This design comes from an exercise in tuning for small area, a short achievable clock period and few clock cycles per item on the open sky130 flow, not from production work.
At most, simulation tests tie the RTL to the original design; equivalence was not proved.

## trial 77
// requant_top
module requant_top (
    input  wire        clk,
    input  wire        rst,
    input  wire [31:0] in_A_tdata,
    input  wire        in_A_tlast,
    input  wire        in_A_tvalid,
    output wire        in_A_tready,
    input  wire [31:0] in_bias_tdata,
    input  wire        in_bias_tlast,
    input  wire        in_bias_tvalid,
    output wire        in_bias_tready,
    input  wire [31:0] in_m_tdata,
    input  wire        in_m_tlast,
    input  wire        in_m_tvalid,
    output wire        in_m_tready,
    input  wire [7:0]  in_e_tdata,
    input  wire        in_e_tlast,
    input  wire        in_e_tvalid,
    output wire        in_e_tready,
    output wire [7:0]  out_D_tdata,
    output wire        out_D_tlast,
    output wire        out_D_tvalid,
    input  wire        out_D_tready
);
For scale: about 44000 um^2 of cells after synthesis.
Settings: LEC_CHECK=0, CAP_MARGIN=20, CORE_MARGIN=2, CORE_UTILIZATION=65, SETUP_SLACK_MARGIN=5, SLEW_MARGIN=20; clock period 9.0 ns.
standard.sh (not shown) runs the stock make flow with config.mk's settings and CLKGATE_MAP_FILE= SYNTH_SCRIPT=/design/flow/synth_recipe.tcl, a recipe that flattens the netlist after the stock synthesis.
==> flow/flow/run.sh <==
#!/bin/bash
set -euo pipefail
MARGIN=5.7
EXTRA="'BUFFER_PORTS_ARGS=-buffer_cell sky130_fd_sc_hd__buf_2'"
sed -e "s/SETUP_SLACK_MARGIN=[-0-9.]*/SETUP_SLACK_MARGIN=${MARGIN}/" \
    -e "s|\"\${@:-finish}\"|${EXTRA} \"\${@:-finish}\"|" standard.sh > standard_mod.sh
grep -q "SETUP_SLACK_MARGIN=${MARGIN}" standard_mod.sh
grep -q "BUFFER_PORTS_ARGS" standard_mod.sh
bash standard_mod.sh synth > flow_synth.log 2>&1
RES="$PWD/orfs/results/${FLOW_PLATFORM:-sky130hd}/requant_top/base"
cp "$RES/1_synth.odb" "$RES/1_synth_std.odb"
openroad -python -exit flow/fa_polarity.py "$RES/1_synth_std.odb" "$RES/1_synth.odb" > fa_polarity.log 2>&1
touch "$RES/1_synth.sdc"
bash standard_mod.sh > flow_make.log 2>&1
Other scripts of this flow, unchanged in this note and not shown: flow/flow/fa_polarity.py
Here is what was changed in the inputs of build 67 compared with trial 77.
-- flow/flow/run.sh --
<<< trial 77, line 2
set -euo pipefail
MARGIN=5.7
EXTRA="'BUFFER_PORTS_ARGS=-buffer_cell sky130_fd_sc_hd__buf_2'"
>>> build 67, line 2
set -euo pipefail
MARGIN=5.6
EXTRA="'BUFFER_PORTS_ARGS=-buffer_cell sky130_fd_sc_hd__buf_2'"
### Flow results
Build 67 completed every stage of the flow, and the final layout passed the timing, design-rule and antenna checks. Going from trial 77 to build 67, the total routing resource utilization after global routing was found to have gone down by 2.2 points. From build 67 to trial 77, average size of a mapped cell did not move at all. Relative to trial 77, the final cell area reported for build 67 is lower. Measured against each other, build 67 and trial 77 differ in worst-case hold slack, the lower figure coming from trial 77. Build 67 and trial 77 ended up with nearly the same area taken by flip-flops and latches. Trial 77 has lower clock-buffer cell count than build 67. Sequential share of layout area, build 67 and trial 77, higher one = build 67.
No functional check of the RTL was part of any run of this note.

========
requant_top, a different RTL version from the one above (not shown whole).
For scale: roughly 130 I/O pins, roughly 45,000 um^2 of cells after synthesis.
==> flow/config.mk <==
export PLATFORM = sky130hd
export DESIGN_NAME = requant_top
export DESIGN_NICKNAME = requant_top
export VERILOG_FILES = /design/flow/design.v
export SDC_FILE = /design/flow/constraint.sdc
export NUM_CORES = 4
export LEC_CHECK = 0
export CAP_MARGIN = 20
export CORE_MARGIN = 2
export CORE_UTILIZATION = 40
export SETUP_SLACK_MARGIN = 5
export SLEW_MARGIN = 20
==> flow/constraint.sdc <==
create_clock -name core_clock -period 9.0 [get_ports {clk}]
set_input_delay 1.8000 -clock core_clock [delete_from_list [all_inputs] [get_ports {clk}]]
set_output_delay 1.8000 -clock core_clock [all_outputs]
set_load 0.01 [all_outputs]
==> flow/flow/run.sh <==
#!/bin/bash
set -euo pipefail
MARGIN=5.6
EXTRA="'BUFFER_PORTS_ARGS=-buffer_cell sky130_fd_sc_hd__buf_2'"
sed -e "s/SETUP_SLACK_MARGIN=[-0-9.]*/SETUP_SLACK_MARGIN=${MARGIN}/" \
    -e "s|\"\${@:-finish}\"|${EXTRA} \"\${@:-finish}\"|" standard.sh > standard_mod.sh
grep -q "SETUP_SLACK_MARGIN=${MARGIN}" standard_mod.sh
grep -q "BUFFER_PORTS_ARGS" standard_mod.sh
bash standard_mod.sh synth > flow_synth.log 2>&1
RES="$PWD/orfs/results/${FLOW_PLATFORM:-sky130hd}/requant_top/base"
cp "$RES/1_synth.odb" "$RES/1_synth_std.odb"
openroad -python -exit flow/fa_polarity.py "$RES/1_synth_std.odb" "$RES/1_synth.odb" > fa_polarity.log 2>&1
touch "$RES/1_synth.sdc"
bash standard_mod.sh > flow_make.log 2>&1
Other scripts of this flow, unchanged in this note and not shown: flow/flow/fa_polarity.py
The baseline produced a clean layout.
Testbench counts at the start, summed over its fixed seeds: cycles 8,056, items 8,000.
Rerun with:
- CORE_UTILIZATION: 40 -> 65
Wire length is higher by 2.8%.
Cell area is lower by 1.7%.
Cell count is lower by 10%.
Worst setup slack stays flat.
Die area is lower by 38%.
Global-route usage is higher by 14 points.
Non-clock buffer count is lower by 4.
Hold slack gains 3.3 ps.
Synthesized cell count does not change.
Via count is higher by 4.3%.
Rerun with:
- ABC_AREA: default -> 1
=> Worst hold slack is about the same; cell area stays flat; routed wire length grows by 0.64%.
Rerun with:
- ABC_AREA: 1 -> default
- CTS_BUF_LIST: default -> sky130_fd_sc_hd__clkbuf_8
- CTS_CLUSTER_SIZE: default -> 30
=> The changed run passed the timing, design-rule and antenna checks; cell count fell by 12%; clock skew is about the same; via count shrinks by 5.5%; non-clock buffer count came out lower by 15; wire length climbs by 0.86%; core utilization is higher by 0.27 points; die area hardly moves.

========
## the reference run
requant_top, a different RTL version from the one above (not shown whole).
For scale: about 430 flip-flops.
// requant_top
module requant_top (
    input  wire        clk,
    input  wire        rst,
    input  wire [31:0] in_A_tdata,
    input  wire        in_A_tlast,
    input  wire        in_A_tvalid,
    output wire        in_A_tready,
    input  wire [31:0] in_bias_tdata,
    input  wire        in_bias_tlast,
    input  wire        in_bias_tvalid,
    output wire        in_bias_tready,
    input  wire [31:0] in_m_tdata,
    input  wire        in_m_tlast,
    input  wire        in_m_tvalid,
    output wire        in_m_tready,
    input  wire [7:0]  in_e_tdata,
    input  wire        in_e_tlast,
    input  wire        in_e_tvalid,
    output wire        in_e_tready,
    output wire [7:0]  out_D_tdata,
    output wire        out_D_tlast,
    output wire        out_D_tvalid,
    input  wire        out_D_tready
);
export LEC_CHECK = 0
export ABC_CLOCK_PERIOD_IN_PS = 4000
export CAP_MARGIN = 20
export CORE_MARGIN = 2
export CORE_UTILIZATION = 40
export SETUP_SLACK_MARGIN = 5
export SLEW_MARGIN = 20
create_clock -name core_clock -period 9.0 [get_ports {clk}]
run.sh (not shown) runs the stock make flow with config.mk's settings and CLKGATE_MAP_FILE= SYNTH_SCRIPT=/design/flow/synth_recipe.tcl, a recipe that flattens the netlist after the stock synthesis.
Stock flow here: none of the scripts above is used.
The reference run | stages: all done | timing, DRC, antenna: all pass
[inputs] the trial run vs the reference run
- SETUP_SLACK_MARGIN no longer set, was 5
- ABC_CLOCK_PERIOD_IN_PS no longer set, was 4000
The trial run completed; timing, DRC and antenna clean. Number of non-filler instances in the completed layout (the trial run over the reference run): decrease, 232. Compared with the reference run, in the trial run highest cell delay on the worst timing path rose 370 ps; core utilization fell 5.8 points. Lower clock period minus final worst setup slack goes to the reference run over the trial run. Period utilization, the trial run and the reference run: smaller value in the reference run. The trial run vs. the reference run: post-cts sizing count dropped 419; register cell area after layout -about 1.3%; count of clock-buffer cells in the layout rose 7.
Function was not checked in any run of this note: the RTL went through the layout flow alone.

========
Another version of the RTL of requant_top (not shown whole).
Size: roughly 4,400 cells after synthesis, roughly 0.044 mm2 of cells after synthesis.
Settings: LEC_CHECK=0, CAP_MARGIN=20, CORE_MARGIN=2, CORE_UTILIZATION=40, SETUP_SLACK_MARGIN=5, SLEW_MARGIN=20; clock period 9.0 ns.
standard.sh (not shown) runs the stock make flow with config.mk's settings and CLKGATE_MAP_FILE= SYNTH_SCRIPT=/design/flow/synth_recipe.tcl, a recipe that flattens the netlist after the stock synthesis.
==> flow/flow/run.sh <==
#!/bin/bash
set -euo pipefail
MARGIN=${MARGIN:-5.8}
sed "s/SETUP_SLACK_MARGIN=[-0-9.]*/SETUP_SLACK_MARGIN=${MARGIN}/" standard.sh > standard_margin.sh
grep -q "SETUP_SLACK_MARGIN=${MARGIN}" standard_margin.sh
bash standard_margin.sh > flow_make.log 2>&1
Change:
==> flow/run.sh (new file) <==
#!/bin/bash
# synth_recipe.tcl (not shown) runs the flow's synth.tcl, then flattens the netlist and writes it again
# the make line also repeats each setting of config.mk as NAME=value (left out here)
make -C /OpenROAD-flow-scripts/flow DESIGN_CONFIG=/design/flow/config.mk WORK_HOME=/design/flow/orfs CLKGATE_MAP_FILE= SYNTH_SCRIPT=/design/flow/synth_recipe.tcl finish
Settings changed: SETUP_SLACK_MARGIN 5 to default.
removed: flow/flow/run.sh
removed: flow/standard.sh
Result: Worst setup slack got worse by 0.82 ns; wire length is lower by 13%; clock-buffer cell count is lower by 4; clock skew is lower by 0.0057 ns.
No run of this note included a check of the RTL's function; only the layout flow was run.

========
== v13 ==
Another version of the RTL of requant_top (not shown whole).
For scale: about 4500 cells after synthesis, about 130 I/O pins, about 46000 µm² of cells after synthesis.
==> flow/config.mk <==
export PLATFORM = sky130hd
export DESIGN_NAME = requant_top
export DESIGN_NICKNAME = requant_top
export VERILOG_FILES = /design/flow/design.v
export SDC_FILE = /design/flow/constraint.sdc
export NUM_CORES = 4
export LEC_CHECK = 0
export CAP_MARGIN = 20
export CORE_MARGIN = 2
export CORE_UTILIZATION = 40
export SETUP_SLACK_MARGIN = 5
export SLEW_MARGIN = 20
==> flow/constraint.sdc <==
create_clock -name core_clock -period 9.0 [get_ports {clk}]
set_input_delay 1.8000 -clock core_clock [delete_from_list [all_inputs] [get_ports {clk}]]
set_output_delay 1.8000 -clock core_clock [all_outputs]
set_load 0.01 [all_outputs]
==> flow/flow/run.sh <==
#!/bin/bash
set -euo pipefail
MARGIN=${MARGIN:-5.6}
sed "s/SETUP_SLACK_MARGIN=[-0-9.]*/SETUP_SLACK_MARGIN=${MARGIN}/" standard.sh > standard_margin.sh
grep -q "SETUP_SLACK_MARGIN=${MARGIN}" standard_margin.sh
bash standard_margin.sh > flow_make.log 2>&1
Testbench counts of v13, summed over its fixed seeds: cycles 8,056, items 8,000.
For v3, these inputs were changed with respect to v13:
-- flow/flow/run.sh --
<<< v13, line 3
MARGIN=${MARGIN:-5.6}
>>> v3, line 3
MARGIN=${MARGIN:-5.9}
### Flow results
In summary, v13 completed successfully, with a layout that passed the timing, design-rule and antenna checks.
v3 finished all stages; the layout is clean.
Vias after detailed routing (v3 over v13): increase, 2726
Part of the cycle the worst path needs: v13 vs v3, no meaningful difference
Total wire length grows by more than 10% when moving from v13 to v3.
Changes observed in v3 relative to v13: count of plain and timing-repair buffers has increased, met2 demand-to-capacity share in global routing picked up an extra 4.5 points, post-route cell area picked up an extra 6000 µm².

## afterwards: timing with drivers on the ports
No port has a modelled driver above. Below, the same layouts with a new extraction and two added sets of constraints.
Step 1 sets driving cells, clkbuf_16 on the clock port and buf_2 on the other inputs (assumed; they add their load-dependent delay and slew).
Step 2 adds t to the input delays and takes it off the output delays; t is the mean of the earliest and latest rising clock arrival at the registers after step 1. Input paths then give back, and output paths get back, about the clock's delay inside the block.
Three values: no drivers, after step 1, after step 2; two values: the first two.
run | shift t [ns] | setup slack, ns | hold slack, ns | worst setup path at the end
trial 77 | 0.688 | 5.617 / 5.617 / 5.364 | 0.319 / 0.319 / 0.319 | input to register
build 67 | 0.694 | 5.646 / 5.646 / 5.434 | 0.323 / 0.323 / 0.323 | input to register
the first run of note 2 | 0.740 | 5.625 / 5.625 / 5.477 | 0.321 / 0.321 / 0.321 | input to register
the second run of note 2 | 0.691 | 5.626 / 5.617 / 5.392 | 0.324 / 0.324 / 0.324 | input to register
the third run of note 2 | 0.706 | 5.611 / 5.611 / 5.525 | 0.324 / 0.324 / 0.324 | input to register
the fourth run of note 2 | 0.811 | 5.592 / 5.592 / 5.378 | 0.325 / 0.325 / 0.325 | input to register
the reference run | 0.707 | 4.892 / 4.892 / 4.712 | 0.326 / 0.326 / 0.326 | input to register
the trial run | 0.698 | 3.869 / 3.869 / 3.869 | 0.324 / 0.324 / 0.324 | register to register
the first run of note 4 | 0.720 | 5.187 / 5.187 / 5.165 | 0.322 / 0.322 / 0.322 | input to register
the second run of note 4 | 0.703 | 4.364 / 4.364 / 4.364 | 0.322 / 0.322 / 0.322 | register to register
v13 | 0.734 | 5.681 / 5.607 / 5.064 | 0.320 / 0.320 / 0.320 | input to register
v3 | 0.734 | 5.674 / 5.674 / 5.360 | 0.309 / 0.309 / 0.309 | input to register
After both steps setup and hold are still met in every run listed. The setup slack of v13, which loses most, moves by -0.074 ns with the drivers and by -0.617 ns with both steps.
